From an optimization exercise on the open Yosys and OpenROAD flow, aimed at small area; shortcuts taken in it are not production practice.
The RTL was checked by simulation tests, not by an equivalence proof against the original design.
No activity file was given, so power comes from the tool's default toggle rates.

==> flow/design.v (excerpt) <==
module main(
    input clock,
    input [7:0] Instruction,
    input reset,
    output [7:0] read_address,
    output [6:0] BCD_output1,
    output [6:0] BCD_output2,
    output [6:0] BCD_output3,
    output [6:0] BCD_output4
    );
    reg  [7:0] pc;
    reg  [7:0] r0, r1, r2, r3;
    reg        ready;
    reg        m1b0;             
    wire is_lw, is_sw, is_addj;
    wire [3:0] sa, sb, we;
    blk_dec u_dec (.I(Instruction), .ready(ready), .is_lw(is_lw), .is_sw(is_sw), .is_addj(is_addj),
                   .sa(sa), .sb(sb), .we(we));
    wire [7:0] a, b;
    genvar w, k, i;
    generate
        for (i = 0; i < 8; i = i + 1) begin : g_rp
            wire a012, a3, b012, b3;
            c_a222oi_1 u_a012 (.A1(sa[0]), .A2(r0[i]), .B1(sa[1]), .B2(r1[i]), .C1(sa[2]), .C2(r2[i]), .Y(a012));
            c_nand2_1  u_a3   (.A(sa[3]), .B(r3[i]), .Y(a3));
            c_nand2_1  u_a    (.A(a012), .B(a3), .Y(a[i]));
            c_a222oi_1 u_b012 (.A1(sb[0]), .A2(r0[i]), .B1(sb[1]), .B2(r1[i]), .C1(sb[2]), .C2(r2[i]), .Y(b012));
            c_nand2_1  u_b3   (.A(sb[3]), .B(r3[i]), .Y(b3));
            c_nand2_1  u_b    (.A(b012), .B(b3), .Y(b[i]));
        end
    endgenerate
    wire [7:0] addr, sum;
    wire [3:0] n_rlo, n_wlo;
    wire [7:0] n_rhi, n_whi;
    wire n_rhi0x, we_m1;
    blk_addr u_addr (.a(a), .I(Instruction), .ready(ready), .addr(addr),
                     .n_rlo(n_rlo), .n_rhi(n_rhi), .n_rhi0x(n_rhi0x),
                     .n_wlo(n_wlo), .n_whi(n_whi), .we_m1(we_m1));
    wire [7:0] cs;
    wire x7;
    c_ha_1 u_s0 (.A(a[0]), .B(b[0]), .SUM(sum[0]), .COUT(cs[1]));
    generate
        for (i = 1; i < 7; i = i + 1) begin : g_sum
  ...
Size: about 300 flip-flops.
export LEC_CHECK = 0
export CAP_MARGIN = 20
export CORE_MARGIN = 2
export CORE_UTILIZATION = 60
export SLEW_MARGIN = 20
export SYNTH_HIERARCHICAL = 1
export SYNTH_MINIMUM_KEEP_SIZE = 0
create_clock -name core_clock -period 10.0 [get_ports {clock}]
standard.sh (not shown) runs the stock make flow with config.mk's settings and CLKGATE_MAP_FILE= SYNTH_SCRIPT=/design/flow/synth_recipe.tcl, a recipe that flattens the netlist after the stock synthesis.
==> flow/flow/run.sh <==
#!/bin/bash
set -uo pipefail
bash standard.sh 'BUFFER_PORTS_ARGS=-buffer_cell sky130_fd_sc_hd__buf_1' \
  'CTS_ARGS=-sink_clustering_enable -repair_clock_nets -sink_clustering_size 12 -sink_clustering_max_diameter 50 -buf_list "sky130_fd_sc_hd__clkbuf_4 sky130_fd_sc_hd__clkbuf_8" -dont_use_dummy_load' \
  finish > standard_sh.log 2>&1
The baseline failed in clock tree synthesis.
==> next run, changes <==
==> flow/flow/run.sh (replaced) <==
#!/bin/bash
set -uo pipefail
bash standard.sh 'BUFFER_PORTS_ARGS=-buffer_cell sky130_fd_sc_hd__buf_1' \
  'CTS_ARGS=-sink_clustering_enable -repair_clock_nets -sink_clustering_size 20 -sink_clustering_max_diameter 60 -buf_list sky130_fd_sc_hd__clkbuf_8 -dont_use_dummy_load' \
  finish > standard_sh.log 2>&1
After rerunning: Now the flow completed without violations. Synthesized area is unchanged. Synthesized cell count does not change.
==> next run, changes <==
--- a/flow/config.mk
+++ b/flow/config.mk
@@ -9,3 +9,4 @@
 export CORE_MARGIN = 2
-export CORE_UTILIZATION = 60
+export CORE_UTILIZATION = 65
+export GPL_TIMING_DRIVEN = 0
 export SLEW_MARGIN = 20
Power shrinks slightly.
First-iteration DRC count shrinks by about a fifth.
Clock skew is about the same.
Hold slack degrades by 5.4 ps.
Core utilization grows by 5.1 points.
Via count shrinks slightly.
Synthesized cell count stays the same.
Worst setup slack degrades by 160 ps.
Cell count shrinks by a few percent.
Wire length shrinks by a few percent.
==> next run, changes <==
--- a/flow/config.mk
+++ b/flow/config.mk
@@ -10,3 +10,2 @@
 export CORE_UTILIZATION = 65
-export GPL_TIMING_DRIVEN = 0
 export SLEW_MARGIN = 20
Result: Final cell count increases by 0.50%; sequential power hardly moves; fmax increases by 0.86%; design area is about the same; clock power is about the same; power increases by 0.92%; combinational power increases by about 2%; global-route usage increases by 1.3 points; via count increases by 3.2%; clock-buffer cell count does not change.

-- static timing again, ports no longer ideal --
In the flow no input, the clock included, has a driving cell. The finished layouts below were timed again as built, in two steps.
Step 1 sets driving cells, clkbuf_16 on the clock port and buf_2 on the other inputs (assumed; they add their load-dependent delay and slew).
Step 2 moves the port delays by t, midway between the first and last clock arrival at a register: inputs arrive t later, outputs are due t later. That takes back most of the time a late clock gives input paths.
Slacks: ideal / step 1 / step 2; pairs: ideal / step 1.
run | shift t [ns] | setup slack, ns | worst hold slack (ns)
the second run | 0.585 | 0.505 / 0.484 / 0.484 | 0.490 / 0.490 / 0.490
the third run | 0.574 | 0.347 / 0.326 / 0.326 | 0.484 / 0.484 / 0.484
the fourth run | 0.562 | 0.430 / 0.410 / 0.410 | 0.482 / 0.482 / 0.482
After both steps every run listed still meets setup and hold.
